Context: an optimization exercise on an open-source flow, tuned for small area, a short achievable clock period and few clock cycles. The choices shown serve that exercise and are no tape-out recipe. At most, simulation tests tie the RTL to the original design; equivalence was not proved. For runs 1 and 7, only the layout was checked, not whether the RTL still works. Power figures rest on the tool's default switching activity, not on a simulated workload.

==> design/flow/design.v <==
`timescale 1ns / 1ps
module control#(parameter m=3, w=220, h=220)(
    input rstn,clk,ready,
    input [(m*m)-1:0] kernel,
    output wire [15:0] img_addr,
    output wire img_rd,
    input [7:0] img_data,
    output wire res_valid,
    output wire [15:0] res_addr,
    output wire [7:0] out,
    output wire finish
    );
    localparam [15:0] ST_ROW   = 16'd220;               
    localparam [15:0] ST_COL   = 16'd1 - 16'd1540;      
    localparam [15:0] RS_SAME  = -16'd880 - 16'd221;    
    localparam [15:0] RS_PREV  = 16'd879 - 16'd221;     
    function [15:0] bk16(input [15:0] x, input [15:0] y);
        reg [15:0] g, p, G, P; integer i, d;
        begin
            g = x & y; p = x ^ y; G = g; P = p;
            for (d = 1; d < 16; d = d * 2)
                for (i = 2*d - 1; i < 16; i = i + 2*d) begin
                    G[i] = G[i] | (P[i] & G[i-d]); P[i] = P[i] & P[i-d];
                end
            for (d = 4; d >= 1; d = d / 2)
                for (i = 3*d - 1; i < 16; i = i + 2*d) begin
                    G[i] = G[i] | (P[i] & G[i-d]); P[i] = P[i] & P[i-d];
                end
            bk16 = p ^ {G[14:0], 1'b0};
        end
    endfunction
    function [11:0] bk12(input [11:0] x, input [11:0] y);
        reg [11:0] g, p, G, P; integer i, d;
        begin
            g = x & y; p = x ^ y; G = g; P = p;
            for (d = 1; d < 12; d = d * 2)
                for (i = 2*d - 1; i < 12; i = i + 2*d) begin
                    G[i] = G[i] | (P[i] & G[i-d]); P[i] = P[i] & P[i-d];
                end
            for (d = 4; d >= 1; d = d / 2)
                for (i = 3*d - 1; i < 12; i = i + 2*d) begin
                    G[i] = G[i] | (P[i] & G[i-d]); P[i] = P[i] & P[i-d];
                end
            bk12 = p ^ {G[10:0], 1'b0};
        end
    endfunction
    function [23:0] csa(input [11:0] x, input [11:0] y, input [11:0] z);
        begin
            csa[11:0]  = x ^ y ^ z;
            csa[23:12] = ((x & y) | (x & z) | (y & z)) << 1;
        end
    endfunction
    function [11:0] add3(input [11:0] x, input [11:0] y, input [11:0] z);
        reg [23:0] c;
        begin
            c = csa(x, y, z);
            add3 = bk12(c[11:0], c[23:12]);
        end
    endfunction
    function [11:0] add4(input [11:0] w, input [11:0] x, input [11:0] y, input [11:0] z);
        reg [23:0] c, d;
        begin
            c = csa(w, x, y);
            d = csa(c[11:0], c[23:12], z);
            add4 = bk12(d[11:0], d[23:12]);
        end
    endfunction
    reg        ready_r;
    reg        run;
    reg        rd;
    reg [15:0] ra;
    reg [2:0]  rc;           
    reg [7:0]  cc;           
    reg        re;           
    reg        dum;          
    reg        last_strip;
    wire start     = ready_r & ~run;
    wire strip_end = dum & (rc == 3'd4);
    wire prelast   = ra[15] & ra[6] & ~ra[4] & ~ra[3];
    wire run_end   = last_strip & (cc == 8'd219) & (rc == 3'd3);
    wire [2:0] rc_nx = strip_end ? 3'd0 : rc + 3'd1;
    wire last_nx   = last_strip | (strip_end & prelast);
    assign img_rd   = rd;
    assign img_addr = ra;
    always @(posedge clk) ready_r <= ready;
    always @(posedge clk) begin
        if (!rstn) begin
            run <= 1'b0;
            rd  <= 1'b0;
        end else if (start) begin
            run <= 1'b1;
            rd  <= 1'b1;
        end else begin
            if (run_end) run <= 1'b0;
            rd <= run & ~run_end & ~(last_nx & rc_nx[2]);
        end
    end
    always @(posedge clk) begin
        if (start) begin
            ra <= 16'd0;
            rc <= 3'd0;
            cc <= 8'd0;
            re <= 1'b0;
            dum <= 1'b0;
            last_strip <= 1'b0;
        end else begin
            rc <= rc_nx;
            re <= (rc == 3'd6);
            ra <= bk16(ra, re ? ST_COL : ST_ROW);
            if (re) begin
                cc <= cc + 8'd1;
                dum <= (cc == 8'd219);
            end else if (strip_end) begin
                cc <= 8'd0;
                dum <= 1'b0;
            end
            last_strip <= last_nx;
        end
    end
    reg [15:0] rs;
    always @(posedge clk) rs <= bk16(ra, rc[2] ? RS_SAME : RS_PREV);
    assign res_addr = rs;
    wire rv = run & (rc >= 3'd2) & (cc >= 8'd2) & ~dum & ~(last_strip & rc[2]);
    reg [8:0] kr;
    always @(posedge clk) kr <= kernel;
    reg [7:0] sr [0:16];
    integer i;
    always @(posedge clk) begin
        sr[0] <= img_data;
        for (i = 1; i <= 16; i = i + 1) sr[i] <= sr[i-1];
    end
    wire [7:0] p2 = sr[0];
    wire [7:0] p1 = sr[8];
    wire [7:0] p0 = sr[16];
    wire [7:0] m0 = p0 & {8{kr[0]}}, m1 = p1 & {8{kr[1]}}, m2 = p2 & {8{kr[2]}};
    wire [7:0] m3 = p0 & {8{kr[3]}}, m4 = p1 & {8{kr[4]}}, m5 = p2 & {8{kr[5]}};
    wire [7:0] m6 = p0 & {8{kr[6]}}, m7 = p1 & {8{kr[7]}}, m8 = p2 & {8{kr[8]}};
    wire [11:0] s0 = add3(m0, m1, m2);
    wire [11:0] s1 = add4(a0, m3, m4, m5);
    wire [11:0] s2 = add4(a1, m6, m7, m8);
    reg [9:0]  a0;
    reg [10:0] a1;
    reg [11:0] ws;
    always @(posedge clk) begin
        a0 <= s0[9:0];
        a1 <= s1[10:0];
        ws <= s2;
    end
    wire [6:0] hl = ws[11:6] + ws[5:0];
    reg  [3:0] f;
    always @* begin
        case (hl)
            7'd0: f = 4'd0;
            7'd1: f = 4'd0;
            7'd2: f = 4'd0;
            7'd3: f = 4'd0;
            7'd4: f = 4'd0;
            7'd5: f = 4'd0;
            7'd6: f = 4'd0;
            7'd7: f = 4'd0;
            7'd8: f = 4'd0;
            7'd9: f = 4'd1;
            7'd10: f = 4'd1;
            7'd11: f = 4'd1;
            7'd12: f = 4'd1;
            7'd13: f = 4'd1;
            7'd14: f = 4'd1;
            7'd15: f = 4'd1;
            7'd16: f = 4'd1;
            7'd17: f = 4'd1;
            7'd18: f = 4'd2;
            7'd19: f = 4'd2;
            7'd20: f = 4'd2;
            7'd21: f = 4'd2;
            7'd22: f = 4'd2;
            7'd23: f = 4'd2;
            7'd24: f = 4'd2;
            7'd25: f = 4'd2;
            7'd26: f = 4'd2;
            7'd27: f = 4'd3;
            7'd28: f = 4'd3;
            7'd29: f = 4'd3;
            7'd30: f = 4'd3;
            7'd31: f = 4'd3;
            7'd32: f = 4'd3;
            7'd33: f = 4'd3;
            7'd34: f = 4'd3;
            7'd35: f = 4'd3;
            7'd36: f = 4'd4;
            7'd37: f = 4'd4;
            7'd38: f = 4'd4;
            7'd39: f = 4'd4;
            7'd40: f = 4'd4;
            7'd41: f = 4'd4;
            7'd42: f = 4'd4;
            7'd43: f = 4'd4;
            7'd44: f = 4'd4;
            7'd45: f = 4'd5;
            7'd46: f = 4'd5;
            7'd47: f = 4'd5;
            7'd48: f = 4'd5;
            7'd49: f = 4'd5;
            7'd50: f = 4'd5;
            7'd51: f = 4'd5;
            7'd52: f = 4'd5;
            7'd53: f = 4'd5;
            7'd54: f = 4'd6;
            7'd55: f = 4'd6;
            7'd56: f = 4'd6;
            7'd57: f = 4'd6;
            7'd58: f = 4'd6;
            7'd59: f = 4'd6;
            7'd60: f = 4'd6;
            7'd61: f = 4'd6;
            7'd62: f = 4'd6;
            7'd63: f = 4'd7;
            7'd64: f = 4'd7;
            7'd65: f = 4'd7;
            7'd66: f = 4'd7;
            7'd67: f = 4'd7;
            7'd68: f = 4'd7;
            7'd69: f = 4'd7;
            7'd70: f = 4'd7;
            7'd71: f = 4'd7;
            7'd72: f = 4'd8;
            7'd73: f = 4'd8;
            7'd74: f = 4'd8;
            7'd75: f = 4'd8;
            7'd76: f = 4'd8;
            7'd77: f = 4'd8;
            7'd78: f = 4'd8;
            7'd79: f = 4'd8;
            7'd80: f = 4'd8;
            7'd81: f = 4'd9;
            7'd82: f = 4'd9;
            7'd83: f = 4'd9;
            7'd84: f = 4'd9;
            7'd85: f = 4'd9;
            7'd86: f = 4'd9;
            7'd87: f = 4'd9;
            7'd88: f = 4'd9;
            7'd89: f = 4'd9;
            7'd90: f = 4'd10;
            7'd91: f = 4'd10;
            7'd92: f = 4'd10;
            7'd93: f = 4'd10;
            7'd94: f = 4'd10;
            7'd95: f = 4'd10;
            7'd96: f = 4'd10;
            7'd97: f = 4'd10;
            7'd98: f = 4'd10;
            default: f = 4'd0;
        endcase
    end
    reg  [3:0] f_r;
    reg  [5:0] h_r;
    always @(posedge clk) begin
        f_r <= f;
        h_r <= ws[11:6];
    end
    reg [7:0] q_r;
    always @(posedge clk) q_r <= {h_r, 3'b0} - h_r + f_r;
    assign out = q_r;
    reg [4:0] vp;
    reg       fin;
    always @(posedge clk) begin
        if (!rstn) begin vp <= 0; fin <= 1'b0; end
        else begin vp <= {vp[3:0], rv}; fin <= vp[3] & ~vp[2] & ~run; end
    end
    assign res_valid = vp[4];
    assign finish = fin;
endmodule
==> design/flow/flow/run.sh <==
#!/bin/bash
# Standard ORFS layout (the standard.sh, unchanged synthesis), with
# buf_2 port buffers and a smaller clock tree.
set -euo pipefail
export BUFFER_PORTS_ARGS="-buffer_cell sky130_fd_sc_hd__buf_2"
export CTS_ARGS="-sink_clustering_enable -repair_clock_nets -root_buf sky130_fd_sc_hd__clkbuf_16 -buf_list {sky130_fd_sc_hd__clkbuf_8 sky130_fd_sc_hd__clkbuf_16} -sink_clustering_size 30 -sink_clustering_max_diameter 100 -dont_use_dummy_load"
export SETUP_SLACK_MARGIN=9.0
bash standard.sh > standard.log 2>&1
==> design/flow/standard.sh <==
#!/bin/bash
# synth_recipe.tcl (not shown) runs the flow's synth.tcl, then flattens the netlist and writes it again
# the make line also repeats each setting of config.mk as NAME=value (left out here)
make -C /OpenROAD-flow-scripts/flow DESIGN_CONFIG=/design/flow/config.mk WORK_HOME=/design/flow/orfs CLKGATE_MAP_FILE= SYNTH_SCRIPT=/design/flow/synth_recipe.tcl "${@:-finish}"
==> design/flow/config.mk <==
export PLATFORM = sky130hd
export DESIGN_NAME = control
export DESIGN_NICKNAME = control
export VERILOG_FILES = /design/flow/design.v
export SDC_FILE = /design/flow/constraint.sdc
export NUM_CORES = 4
export LEC_CHECK = 0
export CAP_MARGIN = 20
export CORE_MARGIN = 2
export CORE_UTILIZATION = 40
export SLEW_MARGIN = 20
==> design/flow/constraint.sdc <==
create_clock -name core_clock -period 13.0 [get_ports {clk}]
set_input_delay 2.6000 -clock core_clock [delete_from_list [all_inputs] [get_ports {clk}]]
set_output_delay 2.6000 -clock core_clock [all_outputs]
set_load 0.01 [all_outputs]
==> qor.csv, run 1 <==
stage,metric,value,unit
floorplan,Die H,157,um
power_and_ir_drop,internal power,0.00152,W
grt,pin count of the biggest net entering global routing,31,
hold_path,hold endpoint,sr[13][2],
detailed_routing,post-route DRC violation count,0,
floorplan,Site Rows,55,
synth,Post-Syn Nets,932,
power_and_ir_drop,Power Dens Cells,224,nW/um^2
worst_setup_path,worst path required time,10.40,ns
layout,Final Util,45.2,%
detailed_routing,DRT antenna net count,0,
synth,Unique masters post-synth,51,
hold_path,hold_sp,sr[12][2],
detailed_routing,met2 wire len,6340,um
detailed_routing,via count,5103,
detailed_routing,Metal-1 WL,7140,um
hold_path,HP Class,register to register,
detailed_routing,metal3 WL,400,um
grt,vias in the first global route,5053,
power_and_ir_drop,Switching Fraction,33.7,%
grt,Tot GR Track Use,12.4,%
detailed_routing,Via density,4.51,
placement,DP Wirelength,10600,um
floorplan,Starting Density,41.0,%
floorplan,Die Width,157,um
synth,Mean Syn Cell Area,12.0,um^2
worst_setup_path,RR Startpoint,kr[6],
layout,share of layout cells above drive strength 1,10.7,%
layout,final net count,1003,
power_and_ir_drop,Clock power frac,16.9,%
sta,upper clock frequency limit,262,MHz
sta,final setup vio count,0,
grt,first-pass GRT wire length,24500,um
sta,unrepaired setup endpoints after global routing,false,
placement,Final GP Congestion,0.759,
sta,Final Hold Viols,0,
clocking,clock buffer depth,3,
layout,multi-input combinational cell area,3880,um^2
clocking,CTS Sinks,251,
clocking,CTS tree,yes,
worst_setup_path,R2R depth,12,
worst_setup_path,Setup crit start kind,register,
synth,post-synth top area cell,dfxtp_1,
sta,"Slew Viols, Final",0,
power_and_ir_drop,P_sw,0.000776,W
clocking,Post-CTS Hold Buffers,0,
synth,"FF+latch count, synth",251,
worst_setup_path,Top delay family on crit path,flip-flops,
sta,worst-margin pin slew,0.932,ns
floorplan,Ports,63,
grt,initial antenna violation count,0,
detailed_routing,DR WL/cell,12.5,um
clocking,Resize count post-CTS,0,
clocking,Clock Latency Late Sink,0.50,ns
synth,post-synth top area share,54.0,%
detailed_routing,detailed router's first-iteration violation count,203,
worst_setup_path,crit-path max FO,7,
sta,final period utilization,29.3,%
power_and_ir_drop,leakage,4.91,nW
synth,asr flop ratio synth,0,%
clocking,Clock transition at path regs,0.10,ns
synth,Synth Instances,778,
synth,number of synthesized flops with an enable pin,0,
worst_setup_path,WS Path Type,register to output pin,
worst_setup_path,"reg-to-reg slack, setup",9.44,ns
clocking,Clock H-tree levels,1,
worst_setup_path,Critical Path AT,1.21,ns
worst_setup_path,CP cell instances,buf_2,
layout,n_diodes,0,
layout,Synth-to-Final Area Change,10.3,%
clocking,CTS root buf,clkbuf_16,
worst_setup_path,Worst Path Buf+Inv,1,
synth,cell area after synthesis,9310,um^2
grt,Overflow after GRT,0,
synth,ranking of synthesized cells by area,"dfxtp_1 54%, fa_1 12%, ha_1 10%",
layout,Reg area,5020,um^2
power_and_ir_drop,Worst VDD drop,0.0977,mV
sta,Tmin final,3.81,ns
power_and_ir_drop,Flop pwr share,43.1,%
clocking,postcts setup bufs,0,
layout,Fill cells,2149,
worst_setup_path,reg2reg end,ws[10],
worst_setup_path,Setup crit end kind,output pin,
sta,worst setup margin,9.19,ns
run_status,status,timing/DRC/antenna clean,
detailed_routing,DR pass1 iterations,5,
synth,post-synthesis sequential area ratio,54.0,%
placement,Placement Setup Slack,9.48,ns
hold_path,hold path depth,0,
detailed_routing,top routing layer in use,met4,
power_and_ir_drop,Comb pwr share,40.0,%
power_and_ir_drop,Design Power,0.00230,W
floorplan,die area,24500,um^2
worst_setup_path,CP peak stage delay,0.52,ns
clocking,CTS Buf Count,12,
sta,Slew Limit Headroom,37.8,%
sta,setup TNS,0,ns
flow_run,MaxCap Viol Count,0,
placement,Port-buffer cells,62,
sta,skew final,0.0661,ns
worst_setup_path,slowest CP cell,dfxtp_1,
synth,Post-synth top flop,dfxtp_1,
synth,YS warnings,2,
floorplan,core area,22700,um^2
detailed_routing,final WL,14200,um
## layout by cell type, fill, tap and decap left out, types with 3 or more instances in the layout
cell / netlist / layout
a211o_1: 3 / 3
a21o_1: 16 / 16
a21oi_1: 26 / 26
a31o_2: 3 / 3
and2_1: 43 / 43
buf_2: 0 / 62
clkbuf_16: 0 / 12
dfxtp_1: 251 / 251
fa_1: 58 / 58
ha_1: 76 / 76
inv_1: 99 / 99
nand2_1: 53 / 53
nand3_1: 4 / 4
nor2_1: 29 / 29
nor2b_1: 5 / 5
nor3_1: 5 / 5
nor4_1: 4 / 4
o21a_1: 3 / 3
o21ai_0: 7 / 7
or2_2: 5 / 5
or3_1: 3 / 3
xnor2_1: 25 / 25
xor2_1: 11 / 11
## worst register-to-register path: cells and delay by family, from the launching register on
| kind | cells | cell delay [ns] |
|---|---|---|
| compound gates | 5 | 1.04 |
| fa+ha+maj | 4 | 1.66 |
| buf+inv | 1 | 0.06 |
| flops | 1 | 0.46 |
| simple gates | 2 | 0.18 |
## final cells by class
cell class	count	area share, %
sequential	251	49.0
multi-input combinational	421	37.8
inverter	99	3.62
tap	285	3.47
timing repair buffer	64	3.17
clock buffer	12	2.93
## metal layers
layer / GRT usage (%) / vias up
li1: - / 2615
met1: 17.5 / 2415
met2: 20.2 / 56
met3: 1.77 / 17
met4: 3.10 / 0
met5: 0 / -
## per-stage QoR
step	cells	hold slack [ns]	instance area [um^2]
after global placement	1120	0.310	9960
after CTS	1132	0.298	10300
after global routing	1132	0.315	10300
after detailed placement	1120	0.312	9960
final	1132	0.300	10300
after floorplan	778	0.310	9310
## state kept, by name, summed over array words and instances, names as in the netlist, 4 cells and up
register and count:
sr 136, q_r 8, a1 11, a0 10
rs 16, kr 9, cc 8, ra 16
ws 12, h_r 6, vp 5, f_r 4
## worst max path at each step
stage               startpoint          end  cells past startpoint
floorplan                kr[6]        ws[9]                     12
global placement         kr[3]        a1[9]                     12
detailed placement       kr[6]        ws[9]                     12
CTS                      ra[3]  img_addr[3]                      1
global route             ra[3]  img_addr[3]                      1
finish                   ra[3]  img_addr[3]                      1
## power groups by stage
| stage | Clock, W | Sequential (W) | Combinational (W) |
|---|---|---|---|
| 5_1_grt | 0.000435 | 0.00101 | 0.00108 |
| 3_3_place_gp | 0 | 0.00101 | 0.000914 |
| 6_report | 0.000388 | 0.000992 | 0.000919 |
| 3_5_place_dp | 0 | 0.00101 | 0.000931 |
| 2_1_floorplan | 0 | 0.00102 | 0.000722 |
| 4_1_cts | 0.000408 | 0.000996 | 0.000939 |
## cells in the mapped netlist (all sizes together), types with 2 or more instances
cell / instances
ha: 76
nand4: 2
o21bai: 2
or3: 3
a211oi: 2
a211o: 4
nor4: 4
nor3b: 2
a311oi: 2
xor2: 11
a31oi: 2
a21o: 17
o21a: 3
maj3: 2
fa: 58
nor2b: 5
nand2b: 2
nor3: 5
a41oi: 2
nand3b: 2
and2: 44
or2: 5
inv: 99
xnor2: 25
a31o: 3
nor2: 29
o211a: 2
nand3: 4
o21ai: 7
dfxtp: 251
nand2: 54
a21oi: 26
and3: 2
o211ai: 2
clkbuf: 7
mux2i: 2
## cells by family (layout without fill, tap and decap cells)
group	Yosys count	after routing	share of synthesized area (%)
muxes	3	3	0.336
adders and majority gates	136	136	22.9
buffers and inverters	106	175	4.28
xor gates and xnor gates	36	36	3.39
DFF	251	251	54.0
and+or+nand+nor	165	165	8.89
AOI/OAI and AO/OA	81	81	6.21
==> inputs of run 2 (changes only) <==
--- a/design/flow/design.v
+++ b/design/flow/design.v
@@ -65,7 +65,6 @@
             add4 = bk12(d[11:0], d[23:12]);
         end
     endfunction
-    reg        ready_r;
     reg        run;
     reg        rd;
     reg [15:0] ra;
@@ -74,7 +73,7 @@
     reg        re;           
     reg        dum;          
     reg        last_strip;
-    wire start     = ready_r & ~run;
+    wire start     = ready & ~run;
     wire strip_end = dum & (rc == 3'd4);
     wire prelast   = ra[15] & ra[6] & ~ra[4] & ~ra[3];
     wire run_end   = last_strip & (cc == 8'd219) & (rc == 3'd3);
@@ -82,7 +81,6 @@
     wire last_nx   = last_strip | (strip_end & prelast);
     assign img_rd   = rd;
     assign img_addr = ra;
-    always @(posedge clk) ready_r <= ready;
     always @(posedge clk) begin
         if (!rstn) begin
             run <= 1'b0;
--- a/design/flow/flow/run.sh
+++ b/design/flow/flow/run.sh
@@ -4,5 +4,5 @@
 set -euo pipefail
 export BUFFER_PORTS_ARGS="-buffer_cell sky130_fd_sc_hd__buf_2"
 export CTS_ARGS="-sink_clustering_enable -repair_clock_nets -root_buf sky130_fd_sc_hd__clkbuf_16 -buf_list {sky130_fd_sc_hd__clkbuf_8 sky130_fd_sc_hd__clkbuf_16} -sink_clustering_size 30 -sink_clustering_max_diameter 100 -dont_use_dummy_load"
-export SETUP_SLACK_MARGIN=9.0
+export SETUP_SLACK_MARGIN=9.38
 bash standard.sh > standard.log 2>&1
==> run 2 against run 1 <==
Against the previous run:
- clock skew shrank 0.021 ns
- register-to-register slack improved by 0.21 ns
- setup slack improved by 0.23 ns
- cell count rose by 0.88%
- synthesized cell count fell by 0.13%
- fmax up 6.5%
- power grew 1.1%
- utilization rose by 0.58 points
- first-iteration DRC count is 6.4% lower
- non-clock buffer count grew 11
- wire length is 1.3% lower
- critical endpoint is now img_addr[7]
- largest cell class unchanged
==> qor.csv, run 2 <==
stage,metric,value,unit,change
run_status,status,timing/DRC/antenna clean,,
power_and_ir_drop,Power Dens Cells,224,nW/um^2,-0.13%
synth,post-synth top area share,53.9,%,-0.099 points
layout,post-route cell area,10400,um^2,+1.3%
synth,most frequent cell after synthesis,dfxtp_1,,
floorplan,Die Width,156,um,-0.10%
sta,setup TNS,0,ns,unchanged
floorplan,Ports,63,,unchanged
clocking,CTS root buf,clkbuf_16,,
worst_setup_path,slowest CP cell,dfxtp_4,,
layout,"Most flops, register",sr,,
sta,Slew Limit Headroom,64.0,%,+26 points
sta,upper clock frequency limit,279,MHz,+6.5%
placement,Port-buffer cells,62,,unchanged
sta,skew final,0.0455,ns,-0.0206 ns
clocking,CTS Sinks,250,,-0.40%
grt,pin count of the biggest net entering global routing,31,,unchanged
detailed_routing,via count,5079,,-0.47%
detailed_routing,DR pass1 iterations,4,,-1
sta,final period utilization,27.5,%,-1.8 points
grt,initial antenna violation count,0,,unchanged
grt,first-pass GRT wire length,24400,um,-0.71%
worst_setup_path,crit-path max FO,5,,-2
power_and_ir_drop,leakage,4.97,nW,+1.2%
clocking,Clock Latency Late Sink,0.49,ns,about the same
synth,number of synthesized flops with an enable pin,0,,unchanged
grt,Overflow after GRT,0,,unchanged
layout,max reg flops,136,,unchanged
sta,Tmin final,3.58,ns,-0.232 ns
detailed_routing,DRT antenna net count,0,,unchanged
floorplan,Die H,156,um,-0.10%
detailed_routing,final WL,14000,um,-1.3%
clocking,Clock transition at path regs,0.11,ns,about the same
clocking,clock buffer depth,3,,unchanged
layout,final net count,1013,,+1.0%
detailed_routing,DR WL/cell,12.3,um,-2.1%
placement,DP Wirelength,10500,um,-0.45%
worst_setup_path,Top delay family on crit path,flip-flops,,
flow_run,MaxCap Viol Count,0,,unchanged
hold_path,HP Class,register to register,,
sta,"Slew Viols, Final",0,,unchanged
detailed_routing,detailed router's first-iteration violation count,190,,-6.4%
placement,dpl cell area,9950,um^2,-0.13%
sta,unrepaired setup endpoints after global routing,false,,
layout,Synth-to-Final Area Change,11.9,%,
clocking,Post-CTS Hold Buffers,0,,unchanged
layout,multi-input combinational cell area,3880,um^2,unchanged
clocking,Clock H-tree levels,1,,unchanged
detailed_routing,post-route DRC violation count,0,,unchanged
floorplan,die area,24500,um^2,-0.20%
synth,ranking of synthesized cells by area,"dfxtp_1 54%, fa_1 13%, ha_1 10%",,
worst_setup_path,Setup crit end kind,output pin,,
worst_setup_path,worst path required time,10.40,ns,about the same
synth,Synth Instances,777,,-0.13%
layout,"commonest cells after routing, fill and taps aside","230 x dfxtp_1, 99 x inv_1, 76 x ha_1",,
layout,Fill cells,2111,,-1.8%
grt,Tot GR Track Use,12.3,%,-0.11 points
synth,most frequent cells after synthesis,"250 x dfxtp_1, 99 x inv_1, 76 x ha_1, 58 x fa_1, 53 x nand2_1",,
synth,post-synthesis sequential area ratio,53.9,%,-0.099 points
layout,largest registers,"sr x136, ra x16, rs x16",,
worst_setup_path,WS Path Type,register to output pin,,
clocking,CTS tree,yes,,
sta,final setup vio count,0,,unchanged
synth,"FF+latch count, synth",250,,-0.40%
power_and_ir_drop,Worst VDD drop,0.105,mV,+7.9%
clocking,CTS Buf Count,12,,unchanged
layout,"most common cell after layout, fill and taps aside",dfxtp_1,,
worst_setup_path,Worst Path Buf+Inv,1,,unchanged
placement,Final GP Congestion,0.792,,+4.4%
synth,asr flop ratio synth,0,%,unchanged
worst_setup_path,CP cell instances,buf_2,,
synth,post-synth top area cell,dfxtp_1,,
synth,Post-Syn Nets,931,,-0.11%
layout,Reg area,5050,um^2,+0.60%
floorplan,Starting Density,40.9,%,-0.088 points
layout,share of layout cells above drive strength 1,14.2,%,+3.5 points
synth,YS warnings,2,,unchanged
synth,Unique masters post-synth,51,,unchanged
grt,vias in the first global route,5215,,+3.2%
synth,Post-synth top flop,dfxtp_1,,
floorplan,core area,22700,um^2,unchanged
detailed_routing,Via density,4.45,,-1.3%
sta,Final Hold Viols,0,,unchanged
worst_setup_path,CP peak stage delay,0.39,ns,-0.13 ns
synth,Mean Syn Cell Area,12.0,um^2,about the same
worst_setup_path,Setup crit start kind,register,,
sta,worst-margin pin slew,0.540,ns,-0.392 ns
worst_setup_path,Critical Path AT,0.98,ns,-0.23 ns
layout,n_diodes,0,,unchanged
floorplan,Site Rows,55,,unchanged
synth,cell area after synthesis,9290,um^2,-0.22%
## run 2: cell types whose count changed after synthesis
cell / before / now
dfxtp_1: 251 / 250
## run 2: final timing paths
path                            depth (start not counted)  slack [ns]  startpoint     endpoint
worst max-delay path                                    1        9.42       ra[7]  img_addr[7]
worst min-delay path                                    0        0.28    sr[7][2]     sr[8][2]
worst max register to register                         12        9.65    sr[8][2]       ws[10]
worst min register to register                          0        0.28    sr[7][2]     sr[8][2]
## run 2: layer usage
layer	global-route usage, %	wire (um)
met3	1.97	404
met1	17.1	7140
met4	3.28	266
met2	20.1	6190
met5	0	0
## run 2: where the power goes
group	leakage, nW	switching, W	internal, W	total, W
combinational	2.72	0.000495	0.000459	0.000954
clock	0.148	0.000216	0.000167	0.000383
sequential	2.10	0.0000677	0.000921	0.000989
total	4.97	0.000780	0.00155	0.00233
## run 2: logic make-up after synthesis
family	Yosys count	share of synthesized area [%]
flops	250	53.9
simple gates	165	8.91
fa+ha+maj	136	23.0
buf+inv	106	4.28
compound gates	81	6.22
xor+xnor	36	3.40
mux	3	0.337
## run 2: timing repair
action | CTS | global route
setup endpoints to repair | 13 | 18
resized for setup | 20 | 15
pin swaps | 0 | 0
buffers inserted | 3 | 7
## run 2: cell type report
type / instances / share of cell area (%)
Inverter: 99 / 3.58
Tap cell: 285 / 3.43
Clock buffer: 12 / 2.89
Multi-Input combinational cell: 421 / 37.4
Timing Repair Buffer: 75 / 4.10
Sequential cell: 250 / 48.6
## run 2: through the flow
step	hold WS [ns]	instances	utilization (%)	total power [W]	setup WS, ns
final	0.279	1142	45.8	0.00233	9.42
after detailed placement	0.312	1120	43.8	0.00195	9.49
after CTS	0.278	1135	45.4	0.00235	9.32
after global placement	0.310	1120	43.8	0.00193	9.56
after floorplan	0.310	777	-	0.00174	9.54
after global routing	0.283	1142	45.8	0.00255	9.38
Testbench counts of run 2, summed over its fixed seeds: cycles 391,812.
==> inputs of run 3 (changes only) <==
--- a/design/flow/flow/run.sh
+++ b/design/flow/flow/run.sh
@@ -4,5 +4,5 @@
 set -euo pipefail
 export BUFFER_PORTS_ARGS="-buffer_cell sky130_fd_sc_hd__buf_2"
 export CTS_ARGS="-sink_clustering_enable -repair_clock_nets -root_buf sky130_fd_sc_hd__clkbuf_16 -buf_list {sky130_fd_sc_hd__clkbuf_8 sky130_fd_sc_hd__clkbuf_16} -sink_clustering_size 30 -sink_clustering_max_diameter 100 -dont_use_dummy_load"
-export SETUP_SLACK_MARGIN=9.38
+export SETUP_SLACK_MARGIN=9.3
 bash standard.sh > standard.log 2>&1
==> run 3 against run 2 <==
Against the previous run:
- synthesized cell count is the same
- fmax shrank 1.2%
- utilization shrank 0.54 points
- non-clock buffer count shrank 10
- critical path type unchanged
- critical endpoint is now img_addr[2]
- highest routed layer unchanged
==> qor.csv, run 3 <==
stage,metric,value,unit,change
run_status,status,timing/DRC/antenna clean,,
worst_setup_path,RR Startpoint,sr[8][2],,
grt,initial antenna violation count,0,,unchanged
clocking,Post-CTS Hold Buffers,0,,unchanged
worst_setup_path,crit-path max FO,6,,+1
worst_setup_path,slowest CP cell,dfxtp_2,,
hold_path,hold_sp,sr[7][2],,
placement,Placement Setup Slack,9.49,ns,unchanged
detailed_routing,DR pass1 iterations,4,,unchanged
detailed_routing,DR WL/cell,12.2,um,-0.18%
floorplan,Ports,63,,unchanged
power_and_ir_drop,Flop pwr share,43.0,%,+0.5 points
layout,largest registers,"sr x136, ra x16, rs x16",,
worst_setup_path,Setup crit end kind,output pin,,
detailed_routing,post-route DRC violation count,0,,unchanged
clocking,Clock H-tree levels,1,,unchanged
grt,Tot GR Track Use,12.2,%,-0.11 points
synth,number of synthesized flops with an enable pin,0,,unchanged
sta,"Slew Viols, Final",0,,unchanged
hold_path,HP Class,register to register,,
worst_setup_path,Top delay family on crit path,flip-flops,,
worst_setup_path,worst path required time,10.40,ns,about the same
power_and_ir_drop,leakage,4.91,nW,-1.2%
placement,DP Wirelength,10500,um,unchanged
layout,share of layout cells above drive strength 1,12.6,%,-1.6 points
clocking,CTS root buf,clkbuf_16,,
sta,final period utilization,27.9,%,+0.34 points
layout,final net count,1003,,-0.99%
sta,worst-margin pin slew,0.540,ns,unchanged
flow_run,MaxCap Viol Count,0,,unchanged
sta,upper clock frequency limit,276,MHz,-1.2%
power_and_ir_drop,Clock power frac,16.7,%,+0.2 points
power_and_ir_drop,Worst VDD drop,0.105,mV,about the same
layout,max reg flops,136,,unchanged
detailed_routing,Via density,4.46,,+0.29%
layout,n_diodes,0,,unchanged
floorplan,Die H,156,um,unchanged
synth,most frequent cells after synthesis,"250 x dfxtp_1, 99 x inv_1, 76 x ha_1, 58 x fa_1, 53 x nand2_1",,
sta,skew final,0.0458,ns,+0.000312 ns
synth,post-synth top area cell,dfxtp_1,,
grt,vias in the first global route,5170,,-0.86%
synth,Mean Syn Cell Area,12.0,um^2,unchanged
power_and_ir_drop,P_sw,0.000775,W,-0.53%
detailed_routing,final WL,13900,um,-1.0%
clocking,CTS Sinks,250,,unchanged
hold_path,hold endpoint,sr[8][2],,
clocking,CTS tree,yes,,
grt,pin count of the biggest net entering global routing,31,,unchanged
worst_setup_path,Worst Path Buf+Inv,1,,unchanged
clocking,Clock transition at path regs,0.11,ns,about the same
placement,Port-buffer cells,62,,unchanged
clocking,CTS Buf Count,12,,unchanged
clocking,clock buffer depth,3,,unchanged
clocking,Resize count post-CTS,8,,-60%
power_and_ir_drop,Switching Fraction,33.7,%,+0.18 points
worst_setup_path,CP peak stage delay,0.39,ns,about the same
power_and_ir_drop,internal power,0.00153,W,-1.3%
synth,Unique masters post-synth,51,,unchanged
sta,unrepaired setup endpoints after global routing,false,,
sta,Final Hold Viols,0,,unchanged
grt,first-pass GRT wire length,24200,um,-0.76%
grt,Overflow after GRT,0,,unchanged
layout,"Most flops, register",sr,,
power_and_ir_drop,Comb pwr share,40.3,%,-0.7 points
synth,post-synth top area share,53.9,%,unchanged
layout,Fill cells,2118,,+0.33%
synth,Post-synth top flop,dfxtp_1,,
placement,Final GP Congestion,0.792,,unchanged
floorplan,die area,24500,um^2,unchanged
synth,asr flop ratio synth,0,%,unchanged
worst_setup_path,Setup crit start kind,register,,
worst_setup_path,CP cell instances,buf_2,,
layout,"most common cell after layout, fill and taps aside",dfxtp_1,,
hold_path,hold path depth,0,,unchanged
synth,cell area after synthesis,9290,um^2,unchanged
worst_setup_path,Critical Path AT,1.02,ns,+0.04 ns
synth,YS warnings,2,,unchanged
synth,ranking of synthesized cells by area,"dfxtp_1 54%, fa_1 13%, ha_1 10%",,
clocking,postcts setup bufs,0,,-3
synth,most frequent cell after synthesis,dfxtp_1,,
sta,Tmin final,3.62,ns,+0.0448 ns
floorplan,Die Width,156,um,unchanged
power_and_ir_drop,Power Dens Cells,224,nW/um^2,+0.12%
layout,"commonest cells after routing, fill and taps aside","235 x dfxtp_1, 99 x inv_1, 76 x ha_1",,
worst_setup_path,WS Path Type,register to output pin,,
sta,setup TNS,0,ns,unchanged
synth,Synth Instances,777,,unchanged
layout,Synth-to-Final Area Change,10.6,%,
worst_setup_path,Levels on crit path,1,,unchanged
clocking,Clock Latency Late Sink,0.49,ns,about the same
detailed_routing,DRT antenna net count,0,,unchanged
floorplan,Site Rows,55,,unchanged
floorplan,core area,22700,um^2,unchanged
worst_setup_path,reg2reg end,ws[10],,
synth,Post-Syn Nets,931,,unchanged
detailed_routing,detailed router's first-iteration violation count,148,,-22%
detailed_routing,via count,5049,,-0.59%
synth,post-synthesis sequential area ratio,53.9,%,unchanged
worst_setup_path,Worst Setup SP,ra[2],,
sta,worst setup margin,9.38,ns,-0.0448 ns
sta,Slew Limit Headroom,64.0,%,unchanged
worst_setup_path,R2R depth,12,,unchanged
floorplan,Starting Density,40.9,%,unchanged
synth,"FF+latch count, synth",250,,unchanged
worst_setup_path,"reg-to-reg slack, setup",9.57,ns,-0.08 ns
sta,final setup vio count,0,,unchanged
-- run 3: power groups by stage --
stage | registers, W | clock network [W] | logic, W
2_1_floorplan | 0.00101 | 0 | 0.000723
3_3_place_gp | 0.00101 | 0 | 0.000917
3_5_place_dp | 0.00101 | 0 | 0.000938
4_1_cts | 0.000993 | 0.000405 | 0.000946
5_1_grt | 0.00101 | 0.000430 | 0.00108
6_report | 0.000991 | 0.000384 | 0.000927
-- run 3: cells by family (layout without fill, tap and decap cells) --
logic type	after synthesis	count (layout)	synth area share, %
adder cells (fa/ha/maj)	136	136	23.0
AND/OR/NAND/NOR	165	165	8.91
XOR/XNOR	36	36	3.40
buffers and inverters	106	176	4.28
flip-flops	250	250	53.9
AO/OA/AOI/OAI	81	81	6.22
multiplexers	3	3	0.337
-- run 3: layout make-up --
| cell class | instances | area (um^2) | area share, % |
|---|---|---|---|
| sequential | 250 | 5030 | 48.9 |
| tap | 285 | 357 | 3.47 |
| clock buffer | 12 | 300 | 2.92 |
| timing repair buffer | 65 | 333 | 3.24 |
| multi-input combinational | 421 | 3880 | 37.8 |
| inverter | 99 | 372 | 3.62 |
-- run 3: per-layer routing --
layer  vias to the layer above  part of all wire [%]  track usage (%)
li1                       2613                     -                -
met1                      2361                    51             17.0
met2                        58                    44             19.8
met3                        17                   3.2             1.97
met4                         0                   1.9             3.28
met5                         -                     0                0
-- run 3: worst max-delay path by stage --
stage | slack (ns) | endpoint
after global routing | 9.31 | ws[10]
after CTS | 9.31 | img_addr[10]
after global placement | 9.56 | rd
after floorplan | 9.54 | cc[0]
final | 9.38 | img_addr[2]
after detailed placement | 9.49 | a1[9]
-- run 3: metrics by stage --
step	util [%]	std cells	power (W)	hold slack, ns	cell area [um^2]
4_1_cts	45.2	1132	0.00234	0.278	10300
2_1_floorplan	-	777	0.00174	0.310	9290
3_5_place_dp	43.8	1120	0.00195	0.312	9950
3_3_place_gp	43.8	1120	0.00193	0.310	9950
5_1_grt	45.2	1132	0.00252	0.283	10300
6_report	45.2	1132	0.00230	0.278	10300
==> inputs of run 4 (changes only) <==
--- a/design/flow/design.v
+++ b/design/flow/design.v
@@ -48,6 +48,16 @@
         begin
             csa[11:0]  = x ^ y ^ z;
             csa[23:12] = ((x & y) | (x & z) | (y & z)) << 1;
+        end
+    endfunction
+    function [11:0] rca(input [11:0] x, input [11:0] y, input cin);
+        integer i; reg c;
+        begin
+            c = cin;
+            for (i = 0; i < 12; i = i + 1) begin
+                rca[i] = x[i] ^ y[i] ^ c;
+                c = (x[i] & y[i]) | (x[i] & c) | (y[i] & c);
+            end
         end
     endfunction
     function [11:0] add3(input [11:0] x, input [11:0] y, input [11:0] z);
@@ -144,7 +154,8 @@
         a1 <= s1[10:0];
         ws <= s2;
     end
-    wire [6:0] hl = ws[11:6] + ws[5:0];
+    wire [11:0] hl12 = rca({6'd0, ws[11:6]}, {6'd0, ws[5:0]}, 1'b0);
+    wire [6:0] hl = hl12[6:0];
     reg  [3:0] f;
     always @* begin
         case (hl)
@@ -257,7 +268,9 @@
         h_r <= ws[11:6];
     end
     reg [7:0] q_r;
-    always @(posedge clk) q_r <= {h_r, 3'b0} - h_r + f_r;
+    wire [11:0] h7 = rca({1'b0, h_r, 3'b0}, {2'b11, ~h_r}, 1'b1);
+    wire [11:0] q  = rca(h7, {8'd0, f_r}, 1'b0);
+    always @(posedge clk) q_r <= q[7:0];
     assign out = q_r;
     reg [4:0] vp;
     reg       fin;
--- a/design/flow/config.mk
+++ b/design/flow/config.mk
@@ -8,4 +8,5 @@
 export CAP_MARGIN = 20
 export CORE_MARGIN = 2
 export CORE_UTILIZATION = 40
+export PLACE_DENSITY = 0.75
 export SLEW_MARGIN = 20
==> run 4 against run 3 <==
Against the previous run:
- highest routed layer unchanged
- area after synthesis shrank 1.5%
- power shrank 4.5%
- wire length shrank 1.3%
- combinational power shrank 13%
- clock skew grew 0.036 ns
- sequential power is essentially flat
- design area shrank 1.2%
- non-clock buffer count shrank 2
==> qor.csv, run 4 <==
stage,metric,value,unit,change
synth,Post-Syn Nets,911,,-2.1%
worst_setup_path,Setup crit start kind,register,,
layout,"most common cell after layout, fill and taps aside",dfxtp_1,,
floorplan,core area,22600,um^2,-0.61%
detailed_routing,DR pass1 iterations,4,,unchanged
power_and_ir_drop,leakage,4.85,nW,-1.2%
sta,Tmin final,3.65,ns,+0.0219 ns
sta,worst-margin pin slew,0.739,ns,+0.199 ns
sta,final setup vio count,0,,unchanged
sta,Slew Limit Headroom,50.7,%,-13 points
detailed_routing,DRT antenna net count,0,,unchanged
placement,Placement Setup Slack,9.38,ns,-0.111 ns
power_and_ir_drop,Comb pwr share,36.9,%,-3.4 points
worst_setup_path,R2R depth,12,,unchanged
layout,final net count,983,,-2.0%
clocking,CTS tree,yes,,
synth,most frequent cell after synthesis,dfxtp_1,,
synth,Synth Instances,758,,-2.4%
run_status,status,timing/DRC/antenna clean,,
layout,"commonest cells after routing, fill and taps aside","239 x dfxtp_1, 114 x inv_1, 67 x ha_1",,
worst_setup_path,Top delay family on crit path,flip-flops,,
synth,asr flop ratio synth,0,%,unchanged
grt,vias in the first global route,4939,,-4.5%
worst_setup_path,CP peak stage delay,0.43,ns,+0.04 ns
synth,Post-Synth XOR/XNOR Area,2.87,%,-0.52 points
sta,upper clock frequency limit,274,MHz,-0.60%
synth,post-synthesis simple-gate area fraction,8.77,%,-0.14 points
clocking,Clock Latency Late Sink,0.49,ns,about the same
floorplan,Starting Density,40.5,%,-0.37 points
power_and_ir_drop,P_sw,0.000732,W,-5.6%
detailed_routing,post-route DRC violation count,0,,unchanged
hold_path,hold path depth,0,,unchanged
grt,first-pass GRT wire length,22900,um,-5.1%
floorplan,Ports,63,,unchanged
layout,max reg flops,136,,unchanged
layout,Synth-to-Final Area Change,11.0,%,
worst_setup_path,CP cell instances,buf_2,,
layout,"Most flops, register",sr,,
detailed_routing,Via density,4.43,,-0.69%
floorplan,Site Rows,55,,unchanged
layout,Final Util,45.0,%,-0.26 points
worst_setup_path,crit-path max FO,5,,-1
layout,n_diodes,0,,unchanged
layout,largest registers,"sr x136, ra x16, rs x16",,
worst_setup_path,WS Path Type,register to output pin,,
power_and_ir_drop,Flop pwr share,45.0,%,+2.0 points
sta,Fin Hold WS,0.241,ns,-0.0375 ns
placement,Port-buffer cells,62,,unchanged
detailed_routing,via count,4930,,-2.4%
synth,cell area after synthesis,9150,um^2,-1.5%
synth,number of synthesized flops with an enable pin,0,,unchanged
floorplan,Die Width,155,um,-0.74%
floorplan,die area,24100,um^2,-1.5%
power_and_ir_drop,internal power,0.00147,W,-3.9%
flow_run,MaxCap Viol Count,0,,unchanged
clocking,CTS Sinks,250,,unchanged
synth,post-synthesis mux area share,0.233,%,-0.10 points
floorplan,Die H,155,um,-0.74%
sta,"Slew Viols, Final",0,,unchanged
clocking,Post-CTS Hold Buffers,0,,unchanged
sta,Final Hold Viols,0,,unchanged
sta,unrepaired setup endpoints after global routing,true,,
placement,DP Wirelength,10300,um,-1.5%
layout,post-route cell area,10100,um^2,-1.2%
clocking,Clock transition at path regs,0.11,ns,about the same
synth,post-synthesis sequential area ratio,54.7,%,+0.83 points
worst_setup_path,"reg-to-reg slack, setup",9.43,ns,-0.14 ns
detailed_routing,detailed router's first-iteration violation count,214,,+45%
clocking,CTS root buf,clkbuf_16,,
detailed_routing,DR WL/cell,12.3,um,+0.41%
worst_setup_path,Setup crit end kind,output pin,,
power_and_ir_drop,Worst VDD drop,0.136,mV,+29%
grt,pin count of the biggest net entering global routing,31,,unchanged
synth,Post-synth top flop,dfxtp_1,,
sta,skew final,0.0818,ns,+0.0360 ns
worst_setup_path,Critical Path AT,1.05,ns,+0.03 ns
detailed_routing,final WL,13700,um,-1.3%
placement,Final GP Congestion,0.786,,-0.86%
synth,ranking of synthesized cells by area,"dfxtp_1 55%, fa_1 14%, ha_1 9.2%",,
power_and_ir_drop,Power Dens Cells,217,nW/um^2,-3.3%
synth,Post-Synth Adder-Cell Area,23.6,%,+0.65 points
power_and_ir_drop,Switching Fraction,33.3,%,-0.40 points
synth,Unique masters post-synth,44,,-14%
synth,main combinational cell family by area after synthesis,adder cells,,
sta,setup TNS,0,ns,unchanged
sta,worst setup margin,9.35,ns,-0.0219 ns
clocking,Resize count post-CTS,9,,+1
synth,post-synth top area cell,dfxtp_1,,
layout,share of layout cells above drive strength 1,12.0,%,-0.68 points
synth,Synth Area in Compound Gates,4.87,%,-1.4 points
synth,"FF+latch count, synth",250,,unchanged
sta,final period utilization,28.0,%,+0.17 points
synth,most frequent cells after synthesis,"250 x dfxtp_1, 114 x inv_1, 67 x ha_1, 66 x fa_1, 54 x and2_1",,
worst_setup_path,slowest CP cell,dfxtp_2,,
grt,Overflow after GRT,0,,unchanged
synth,Mean Syn Cell Area,12.1,um^2,+0.96%
clocking,postcts setup bufs,0,,unchanged
placement,dpl cell area,9800,um^2,-1.5%
clocking,CTS Buf Count,13,,+1
worst_setup_path,Levels on crit path,1,,unchanged
synth,YS warnings,2,,unchanged
grt,initial antenna violation count,0,,unchanged
worst_setup_path,worst path required time,10.40,ns,about the same
grt,Tot GR Track Use,11.7,%,-0.50 points
power_and_ir_drop,Clock power frac,18.1,%,+1.4 points
synth,post-synth top area share,54.7,%,+0.83 points
hold_path,HP Class,register to register,,
clocking,clock buffer depth,3,,unchanged
clocking,Clock H-tree levels,1,,unchanged
worst_setup_path,Worst Path Buf+Inv,1,,unchanged
==> run 4: metrics by stage <==
step | cells | total power, W
3_3_place_gp | 1100 | 0.00177
3_5_place_dp | 1100 | 0.00182
5_1_grt | 1113 | 0.00240
4_1_cts | 1113 | 0.00222
2_1_floorplan | 758 | 0.00161
6_report | 1113 | 0.00220
==> run 4: metal layers <==
layer / vias up / global-route usage, % / part of all wire (%) / wire [um]
met5: - / 0 / 0 / 0
li1: 2504 / - / - / -
met1: 2346 / 15.9 / 49 / 6700
met4: 0 / 3.58 / 1.7 / 229
met3: 18 / 1.84 / 3.1 / 424
met2: 62 / 19.4 / 46 / 6330
==> run 4: worst paths after layout <==
kind | end | startpoint
worst max-delay path | img_addr[8] | ra[8]
worst min register to register | sr[3][6] | sr[2][6]
worst max register to register | a1[9] | kr[3]
worst min-delay path | sr[3][6] | sr[2][6]
==> run 4: final cells by class <==
class | instances | area (um^2)
Multi-Input combinational cell | 388 | 3700
Tap cell | 285 | 357
Sequential cell | 250 | 5020
Clock buffer | 13 | 325
Inverter | 114 | 428
Fill cell | 2077 | 12400
Timing Repair Buffer | 63 | 318
==> run 4: power groups by stage <==
stage	sequential [W]	combinational (W)	clock, W
floorplan	0.00101	0.000601	0
global placement	0.00100	0.000767	0
detailed placement	0.00101	0.000809	0
CTS	0.000992	0.000815	0.000416
global route	0.00101	0.000952	0.000441
finish	0.000989	0.000811	0.000399
==> run 4: kinds of logic after synthesis <==
group	Yosys count
compound gates	66
flops	250
buf+inv	120
simple gates	157
mux	2
xor+xnor	30
fa+ha+maj	133
Testbench counts of run 4, summed over its fixed seeds: cycles 391,812.
==> inputs of run 5 (changes only) <==
--- a/design/flow/config.mk
+++ b/design/flow/config.mk
@@ -8,5 +8,5 @@
 export CAP_MARGIN = 20
 export CORE_MARGIN = 2
 export CORE_UTILIZATION = 40
-export PLACE_DENSITY = 0.75
+export GPL_TIMING_DRIVEN = 1
 export SLEW_MARGIN = 20
==> run 5 against run 4 <==
Against the previous run:
- power shrank 0.72%
- largest cell class unchanged
- clock power is essentially flat
- first-iteration DRC count decreased by 0.93%
- global-route usage up 0.12 points
- critical path type unchanged
- utilization is essentially flat
- wire length is essentially flat
- register-to-register slack gained 0.05 ns
- cell count up 0.18%
- area after synthesis is the same
- sequential power is 1% lower
- non-clock buffer count rose by 2
==> qor.csv, run 5 <==
stage,metric,value,unit,change
sta,Final Hold Viols,0,,unchanged
detailed_routing,final WL,13700,um,about the same
clocking,Clock H-tree levels,1,,unchanged
layout,max reg flops,136,,unchanged
floorplan,Starting Density,40.5,%,unchanged
power_and_ir_drop,internal power,0.00146,W,-0.30%
layout,Synth-to-Final Area Change,11.0,%,about the same
worst_setup_path,Worst Path Buf+Inv,1,,unchanged
synth,most frequent cells after synthesis,"250 x dfxtp_1, 114 x inv_1, 67 x ha_1, 66 x fa_1, 54 x and2_1",,
power_and_ir_drop,Comb pwr share,36.9,%,about the same
clocking,CTS root buf,clkbuf_16,,
layout,"Most flops, register",sr,,
synth,number of synthesized flops with an enable pin,0,,unchanged
power_and_ir_drop,Clock power frac,18.4,%,+0.3 points
power_and_ir_drop,Flop pwr share,44.8,%,-0.2 points
sta,worst-margin pin slew,0.414,ns,-0.325 ns
sta,final period utilization,28.0,%,-0.054 points
clocking,Clock Latency Late Sink,0.48,ns,about the same
synth,ranking of synthesized cells by area,"dfxtp_1 55%, fa_1 14%, ha_1 9.2%",,
synth,asr flop ratio synth,0,%,unchanged
synth,"FF+latch count, synth",250,,unchanged
worst_setup_path,worst path required time,10.40,ns,about the same
grt,met2 usage,19.3,%,-0.085 points
worst_setup_path,Setup crit start kind,register,,
floorplan,Ports,63,,unchanged
grt,initial antenna violation count,0,,unchanged
placement,DP Cell Count,1102,,+0.18%
sta,setup TNS,0,ns,unchanged
synth,YS warnings,2,,unchanged
sta,unrepaired setup endpoints after global routing,true,,
layout,"most common cell after layout, fill and taps aside",dfxtp_1,,
grt,met3 usage,1.89,%,+0.056 points
worst_setup_path,Critical Path AT,1.04,ns,about the same
synth,Unique masters post-synth,44,,unchanged
clocking,clock buffer depth,3,,unchanged
power_and_ir_drop,Switching Fraction,33.0,%,-0.28 points
synth,cell area after synthesis,9150,um^2,unchanged
power_and_ir_drop,leakage,4.86,nW,+0.19%
synth,post-synthesis sequential area ratio,54.7,%,unchanged
worst_setup_path,Setup crit end kind,output pin,,
worst_setup_path,"reg-to-reg slack, setup",9.48,ns,+0.05 ns
grt,first-pass GRT wire length,23000,um,+0.45%
hold_path,HP Class,register to register,,
layout,Reg area,5020,um^2,about the same
grt,vias in the first global route,4804,,-2.7%
synth,post-synth top area share,54.7,%,unchanged
grt,busiest layer in global routing,met2,,
layout,post-route cell area,10200,um^2,about the same
grt,Tot GR Track Use,11.8,%,+0.12 points
placement,Port-buffer cells,62,,unchanged
worst_setup_path,CP cell instances,buf_2,,
detailed_routing,via count,4897,,-0.67%
sta,final setup vio count,0,,unchanged
sta,"Slew Viols, Final",0,,unchanged
detailed_routing,DR pass1 iterations,4,,unchanged
synth,post-synth top area cell,dfxtp_1,,
layout,multi-input combinational cell area,3690,um^2,-0.27%
detailed_routing,DRT antenna net count,0,,unchanged
layout,largest registers,"sr x136, ra x16, rs x16",,
synth,Post-Syn Nets,911,,unchanged
synth,most frequent cell after synthesis,dfxtp_1,,
layout,Fill cells,2111,,+1.6%
grt,pin count of the biggest net entering global routing,31,,unchanged
floorplan,Die Width,155,um,unchanged
clocking,CTS Buf Count,13,,unchanged
worst_setup_path,CP peak stage delay,0.41,ns,-0.02 ns
floorplan,die area,24100,um^2,unchanged
power_and_ir_drop,Power Dens Cells,215,nW/um^2,-0.78%
power_and_ir_drop,Worst VDD drop,0.130,mV,-4.6%
grt,Overflow after GRT,0,,unchanged
worst_setup_path,WS Path Type,register to output pin,,
grt,M1 GR Usage,16.4,%,+0.55 points
run_status,status,timing/DRC/antenna clean,,
worst_setup_path,crit-path max FO,5,,unchanged
clocking,CTS tree,yes,,
sta,Slew Limit Headroom,72.4,%,+22 points
synth,Mean Syn Cell Area,12.1,um^2,unchanged
clocking,Clock transition at path regs,0.11,ns,about the same
clocking,CTS Sinks,250,,unchanged
detailed_routing,Via density,4.39,,-0.85%
sta,skew final,0.0268,ns,-0.0550 ns
placement,dpl cell area,9810,um^2,+0.15%
layout,final net count,985,,+0.20%
worst_setup_path,Top delay family on crit path,flip-flops,,
floorplan,Site Rows,55,,unchanged
layout,final cell count without fillers,1115,,+0.18%
detailed_routing,detailed router's first-iteration violation count,212,,-0.93%
layout,"commonest cells after routing, fill and taps aside","240 x dfxtp_1, 114 x inv_1, 67 x ha_1",,
floorplan,Die H,155,um,unchanged
detailed_routing,post-route DRC violation count,0,,unchanged
flow_run,MaxCap Viol Count,0,,unchanged
clocking,postcts setup bufs,0,,unchanged
layout,n_diodes,0,,unchanged
synth,Synth Instances,758,,unchanged
power_and_ir_drop,P_sw,0.000721,W,-1.6%
detailed_routing,DR WL/cell,12.3,um,-0.14%
synth,Post-synth top flop,dfxtp_1,,
placement,Final GP Congestion,0.739,,-5.9%
layout,share of layout cells above drive strength 1,11.7,%,-0.27 points
floorplan,core area,22600,um^2,unchanged
worst_setup_path,slowest CP cell,dfxtp_1,,
sta,Tmin final,3.64,ns,-0.00705 ns
sta,upper clock frequency limit,275,MHz,+0.19%
placement,DP Wirelength,10200,um,-1.5%
[run 5: worst paths after layout]
path	from	depth (start not counted)	to
hold reg to reg	sr[5][2]	0	sr[6][2]
setup / recovery	ra[4]	1	img_addr[4]
hold / removal	sr[5][2]	0	sr[6][2]
setup reg to reg	kr[3]	12	a1[9]
[run 5: cell type report]
cell class                      count  area share (%)
Clock buffer                       13            3.20
Timing Repair Buffer               65            3.28
Multi-Input combinational cell    388            36.4
Inverter                          114            4.21
Tap cell                          285            3.51
Sequential cell                   250            49.4
[run 5: cells by family after synthesis]
kind of cell / count (synthesis) / share of synthesized area (%)
xor gates and xnor gates: 30 / 2.87
adders and majority gates: 133 / 23.6
buffers and inverters: 120 / 4.92
AOI/OAI and AO/OA: 66 / 4.87
muxes: 2 / 0.233
and+or+nand+nor: 157 / 8.77
DFF: 250 / 54.7
[run 5: layer usage]
metal	vias up	part of all wire (%)	wire (um)
li1	2510	-	-
met1	2312	51	6950
met2	56	44	6040
met3	19	3.5	474
met4	0	1.6	224
met5	-	0	0
[run 5: power by group through the flow]
| stage | combinational (W) | clock (W) | sequential (W) |
|---|---|---|---|
| finish | 0.000805 | 0.000401 | 0.000977 |
| global route | 0.000953 | 0.000446 | 0.000992 |
| CTS | 0.000819 | 0.000423 | 0.000980 |
| detailed placement | 0.000812 | 0 | 0.000996 |
| global placement | 0.000794 | 0 | 0.000996 |
| floorplan | 0.000601 | 0 | 0.00101 |
[run 5: through the flow]
step	setup WS, ns	util (%)	hold WS [ns]	power [W]
3_5_place_dp	9.45	43.5	0.312	0.00181
4_1_cts	9.30	45.0	0.300	0.00222
3_3_place_gp	9.51	43.5	0.310	0.00179
5_1_grt	9.29	45.0	0.310	0.00239
2_1_floorplan	9.54	-	0.310	0.00161
6_report	9.36	45.0	0.305	0.00218
[run 5: repair_timing]
action | CTS | global route
gates resized for setup | 6 | 7
endpoints found under the setup margin | 6 | 7
hold buffers | 0 | 0
==> inputs of run 6 (changes only) <==
--- a/design/flow/config.mk
+++ b/design/flow/config.mk
@@ -8,5 +8,4 @@
 export CAP_MARGIN = 20
 export CORE_MARGIN = 2
 export CORE_UTILIZATION = 40
-export GPL_TIMING_DRIVEN = 1
 export SLEW_MARGIN = 20
==> run 6 against run 5 <==
Against the previous run:
- largest power group unchanged
- power did not move
- via count did not move
- combinational power barely moved
==> qor.csv, run 6 <==
stage,metric,value,unit,change
worst_setup_path,slowest CP cell,dfxtp_1,,
sta,upper clock frequency limit,275,MHz,unchanged
detailed_routing,DR WL/cell,12.3,um,unchanged
clocking,clock buffer depth,3,,unchanged
power_and_ir_drop,Power Dens Cells,215,nW/um^2,unchanged
layout,Fill cells,2111,,unchanged
sta,worst setup margin,9.36,ns,unchanged
layout,Synth-to-Final Area Change,11.0,%,unchanged
clocking,postcts setup bufs,0,,unchanged
grt,first-pass GRT wire length,23000,um,unchanged
grt,busiest layer in global routing,met2,,
worst_setup_path,CP peak stage delay,0.41,ns,about the same
grt,vias in the first global route,4804,,unchanged
synth,post-synthesis sequential area ratio,54.7,%,unchanged
layout,"commonest cells after routing, fill and taps aside","240 x dfxtp_1, 114 x inv_1, 67 x ha_1",,
floorplan,core area,22600,um^2,unchanged
layout,share of layout cells above drive strength 1,11.7,%,unchanged
power_and_ir_drop,Design Power,0.00218,W,unchanged
detailed_routing,DRT antenna net count,0,,unchanged
placement,DP Wirelength,10200,um,unchanged
flow_run,MaxCap Viol Count,0,,unchanged
hold_path,HP Class,register to register,,
layout,"Most flops, register",sr,,
sta,setup TNS,0,ns,unchanged
clocking,Clock transition at path regs,0.11,ns,about the same
worst_setup_path,Setup crit end kind,output pin,,
layout,"most common cell after layout, fill and taps aside",dfxtp_1,,
floorplan,Ports,63,,unchanged
sta,skew final,0.0268,ns,unchanged
synth,post-synth top area cell,dfxtp_1,,
grt,pin count of the biggest net entering global routing,31,,unchanged
sta,final period utilization,28.0,%,unchanged
placement,Placement Setup Slack,9.45,ns,unchanged
grt,Overflow after GRT,0,,unchanged
worst_setup_path,Critical Path AT,1.04,ns,about the same
worst_setup_path,crit-path max FO,5,,unchanged
layout,final net count,985,,unchanged
sta,Final Hold Viols,0,,unchanged
worst_setup_path,worst path required time,10.40,ns,about the same
grt,met3 usage,1.89,%,unchanged
synth,most frequent cell after synthesis,dfxtp_1,,
sta,"Slew Viols, Final",0,,unchanged
power_and_ir_drop,leakage,4.86,nW,unchanged
layout,largest registers,"sr x136, ra x16, rs x16",,
sta,unrepaired setup endpoints after global routing,true,,
floorplan,Site Rows,55,,unchanged
detailed_routing,Via density,4.39,,unchanged
synth,Mean Syn Cell Area,12.1,um^2,unchanged
grt,initial antenna violation count,0,,unchanged
synth,Synth Instances,758,,unchanged
floorplan,Starting Density,40.5,%,unchanged
synth,Post-synth top flop,dfxtp_1,,
grt,M1 GR Usage,16.4,%,unchanged
detailed_routing,via count,4897,,unchanged
sta,Slew Limit Headroom,72.4,%,unchanged
layout,post-route cell area,10200,um^2,unchanged
sta,Tmin final,3.64,ns,unchanged
placement,Port-buffer cells,62,,unchanged
sta,worst-margin pin slew,0.414,ns,unchanged
synth,ranking of synthesized cells by area,"dfxtp_1 55%, fa_1 14%, ha_1 9.2%",,
clocking,CTS root buf,clkbuf_16,,
worst_setup_path,WS Path Type,register to output pin,,
synth,Unique masters post-synth,44,,unchanged
detailed_routing,post-route DRC violation count,0,,unchanged
grt,Tot GR Track Use,11.8,%,unchanged
detailed_routing,DR pass1 iterations,4,,unchanged
detailed_routing,final WL,13700,um,unchanged
run_status,status,timing/DRC/antenna clean,,
synth,cell area after synthesis,9150,um^2,unchanged
worst_setup_path,CP cell instances,buf_2,,
layout,max reg flops,136,,unchanged
floorplan,Die H,155,um,unchanged
power_and_ir_drop,Worst VDD drop,0.130,mV,unchanged
synth,Post-Syn Nets,911,,unchanged
sta,final setup vio count,0,,unchanged
placement,dpl cell area,9810,um^2,unchanged
floorplan,die area,24100,um^2,unchanged
placement,Final GP Congestion,0.739,,unchanged
synth,asr flop ratio synth,0,%,unchanged
clocking,Clock H-tree levels,1,,unchanged
worst_setup_path,Worst Path Buf+Inv,1,,unchanged
detailed_routing,detailed router's first-iteration violation count,212,,unchanged
synth,most frequent cells after synthesis,"250 x dfxtp_1, 114 x inv_1, 67 x ha_1, 66 x fa_1, 54 x and2_1",,
layout,n_diodes,0,,unchanged
clocking,Post-CTS Hold Buffers,0,,unchanged
clocking,CTS Sinks,250,,unchanged
floorplan,Die Width,155,um,unchanged
clocking,CTS tree,yes,,
synth,number of synthesized flops with an enable pin,0,,unchanged
worst_setup_path,Setup crit start kind,register,,
clocking,CTS Buf Count,13,,unchanged
clocking,Clock Latency Late Sink,0.48,ns,about the same
synth,"FF+latch count, synth",250,,unchanged
worst_setup_path,Top delay family on crit path,flip-flops,,
grt,met2 usage,19.3,%,unchanged
synth,YS warnings,2,,unchanged
synth,post-synth top area share,54.7,%,unchanged
==> run 6: layout make-up <==
cell class,instances,area (um^2),area share (%)
repair buffers,65,333,3.28
flip-flops and latches,250,5020,49.4
multi-input cells,388,3690,36.4
clock buffers,13,325,3.20
inverters,114,428,4.21
well taps,285,357,3.51
==> run 6: power by group <==
part | switching, W | leakage (nW) | internal (W)
registers | 0.0000650 | 2.10 | 0.000912
logic | 0.000435 | 2.60 | 0.000370
clock network | 0.000221 | 0.160 | 0.000180
total | 0.000721 | 4.86 | 0.00146
==> run 6: path summary, 6_finish.rpt <==
kind	end	start	slack (ns)	depth (start not counted)
max reg2reg	a1[9]	kr[3]	9.48	12
max	img_addr[4]	ra[4]	9.36	1
min reg2reg	sr[6][2]	sr[5][2]	0.31	0
min	sr[6][2]	sr[5][2]	0.31	0
==> run 6: what timing repair did <==
| item | in CTS | in global routing |
|---|---|---|
| setup endpoints to repair | 6 | 7 |
| gates cloned | 0 | 0 |
| resized for setup | 6 | 7 |
| pin swaps | 0 | 0 |
==> run 6: stage by stage <==
step                utilization [%]  instances  hold slack (ns)
finish                         45.0       1115            0.305
global placement               43.5       1102            0.310
global route                   45.0       1115            0.310
floorplan                         -        758            0.310
detailed placement             43.5       1102            0.312
CTS                            45.0       1115            0.300
==> run 6: cells by family (layout without fill, tap and decap cells) <==
| group | count (synthesis) | count (layout) | synth area share [%] |
|---|---|---|---|
| buffers and inverters | 120 | 192 | 4.92 |
| DFF | 250 | 250 | 54.7 |
| AOI/OAI and AO/OA | 66 | 66 | 4.87 |
| and+or+nand+nor | 157 | 157 | 8.77 |
| xor gates and xnor gates | 30 | 30 | 2.87 |
| muxes | 2 | 2 | 0.233 |
| adders and majority gates | 133 | 133 | 23.6 |
==> run 6: per-layer routing <==
layer | wire, um | vias to the layer above
li1 | - | 2510
met1 | 6950 | 2312
met2 | 6040 | 56
met3 | 474 | 19
met4 | 224 | 0
met5 | 0 | -
==> inputs of run 7 (changes only) <==
--- a/design/flow/design.v
+++ b/design/flow/design.v
@@ -45,9 +45,14 @@
         end
     endfunction
     function [23:0] csa(input [11:0] x, input [11:0] y, input [11:0] z);
-        begin
-            csa[11:0]  = x ^ y ^ z;
-            csa[23:12] = ((x & y) | (x & z) | (y & z)) << 1;
+        integer i; reg [1:0] t;
+        begin
+            csa[23:12] = 12'd0;
+            for (i = 0; i < 12; i = i + 1) begin
+                t = x[i] + y[i] + z[i];
+                csa[i] = t[0];
+                if (i < 11) csa[13+i] = t[1];
+            end
         end
     endfunction
     function [11:0] rca(input [11:0] x, input [11:0] y, input cin);
==> run 7 against run 6 <==
Against the previous run:
- first-iteration DRC count is 31% lower
- count of clock-buffer cells in the layout fell by 1
- sequential power increased by 1%
- fmax is 0.15% higher
- critical path type unchanged
- largest power group unchanged
- wire length shrank 2.5%
==> qor.csv, run 7 <==
stage,metric,value,unit,change
power_and_ir_drop,Power Dens Cells,214,nW/um^2,-0.34%
layout,"most common cell after layout, fill and taps aside",dfxtp_1,,
clocking,Clock transition at path regs,0.11,ns,about the same
synth,Post-synth top flop,dfxtp_1,,
detailed_routing,Via density,4.41,,+0.51%
sta,worst setup margin,9.37,ns,+0.00539 ns
power_and_ir_drop,Clock power frac,18.0,%,-0.4 points
worst_setup_path,Setup crit end kind,output pin,,
synth,post-synth top area cell,dfxtp_1,,
layout,largest registers,"sr x136, ra x16, rs x16",,
sta,setup TNS,0,ns,unchanged
worst_setup_path,Top delay family on crit path,flip-flops,,
clocking,clock buffer depth,3,,unchanged
power_and_ir_drop,Comb pwr share,36.2,%,-0.7 points
power_and_ir_drop,leakage,4.76,nW,-2.0%
sta,"Slew Viols, Final",0,,unchanged
worst_setup_path,crit-path max FO,7,,+2
synth,post-synth top area share,55.0,%,+0.32 points
layout,share of layout cells above drive strength 1,11.7,%,-0.024 points
detailed_routing,detailed router's first-iteration violation count,146,,-31%
worst_setup_path,worst path required time,10.40,ns,about the same
sta,unrepaired setup endpoints after global routing,false,,
placement,DP Cell Count,1079,,-2.1%
layout,final net count,961,,-2.4%
sta,Slew Limit Headroom,47.1,%,-25 points
floorplan,Die Width,155,um,-0.28%
flow_run,MaxCap Viol Count,0,,unchanged
grt,first-pass GRT wire length,22600,um,-2.1%
placement,DP Wirelength,10100,um,-1.1%
placement,Final GP Congestion,0.760,,+2.9%
floorplan,Site Rows,55,,unchanged
synth,most frequent cell after synthesis,dfxtp_1,,
sta,upper clock frequency limit,275,MHz,+0.15%
synth,Unique masters post-synth,46,,+4.5%
grt,Overflow after GRT,0,,unchanged
power_and_ir_drop,internal power,0.00145,W,-1.0%
synth,ranking of synthesized cells by area,"dfxtp_1 55%, fa_1 15%, ha_1 9.2%",,
sta,final setup vio count,0,,unchanged
synth,most frequent cells after synthesis,"250 x dfxtp_1, 91 x inv_1, 67 x ha_1, 66 x fa_1, 65 x and2_1",,
power_and_ir_drop,Switching Fraction,32.9,%,-0.073 points
power_and_ir_drop,Worst VDD drop,0.117,mV,-9.7%
power_and_ir_drop,Flop pwr share,45.8,%,+1.0 points
clocking,CTS Buf Count,12,,-1
worst_setup_path,CP cell instances,buf_2,,
floorplan,Starting Density,40.4,%,-0.11 points
synth,Post-Syn Nets,888,,-2.5%
run_status,status,timing/DRC/antenna clean,,
layout,final cell count without fillers,1091,,-2.2%
clocking,CTS Sinks,250,,unchanged
==> run 7: changes by cell type after synthesis, sizes merged, moves of 3 or more <==
cell	delta
a21oi	+3
and2	+11
inv	-23
nand2	-9
nand3	-3
nor2	-4
o21ai	-3
==> run 7: per-stage QoR <==
step	instance area [um^2]	utilization [%]	hold slack, ns	power, W
floorplan	9090	-	0.310	0.00161
detailed placement	9760	43.4	0.312	0.00180
global route	10100	44.8	0.276	0.00236
finish	10100	44.8	0.283	0.00216
CTS	10100	44.7	0.283	0.00220
global placement	9760	43.4	0.310	0.00178
==> run 7: what timing repair did <==
action	in CTS	in global routing
pin swaps	0	0
setup endpoints to repair	9	4
endpoints found under the hold margin	0	0
resized for setup	9	4
==> run 7: cell families after synthesis <==
logic type | synth area share (%)
multiplexers | 0.234
buffers and inverters | 3.96
XOR/XNOR | 2.89
AO/OA/AOI/OAI | 4.73
flip-flops | 55.0
adder cells (fa/ha/maj) | 23.7
AND/OR/NAND/NOR | 9.40
==> run 7: metal layers <==
metal / track usage (%) / vias to the layer above / wire [um] / share of wire [%]
li1: - / 2466 / - / -
met1: 17.1 / 2275 / 6880 / 52
met5: 0 / - / 0 / 0
met4: 3.17 / 0 / 295 / 2.2
met2: 17.5 / 58 / 5710 / 43
met3: 1.96 / 17 / 462 / 3.5
==> run 7: path summary, 6_finish.rpt <==
check             startpoint           to  slack [ns]  depth (start not counted)
setup / recovery       ra[3]  img_addr[3]        9.37                          1
hold / removal     sr[15][7]    sr[16][7]        0.28                          0
setup reg to reg       ws[6]       f_r[1]        9.50                         12
hold reg to reg    sr[15][7]    sr[16][7]        0.28                          0
==> run 7: power groups by stage <==
stage / sequential (W) / clock (W) / combinational, W
floorplan: 0.00101 / 0 / 0.000594
global placement: 0.00100 / 0 / 0.000775
detailed placement: 0.00101 / 0 / 0.000793
CTS: 0.000991 / 0.000411 / 0.000797
global route: 0.00101 / 0.000435 / 0.000915
finish: 0.000989 / 0.000387 / 0.000782
==> run 7: cell type report <==
class,instances,area [um^2]
fill,2058,12400
tap,285,357
timing repair buffer,64,325
sequential,250,5020
inverter,91,342
clock buffer,12,300
multi-input combinational,389,3730

Setup slack of run 7, layout unchanged: 9.366 ns with ideal ports, 9.322 ns with driving cells assumed (clock clkbuf_16, inputs buf_2), 9.498 ns with port delays also shifted by the 0.497 ns mid clock arrival.
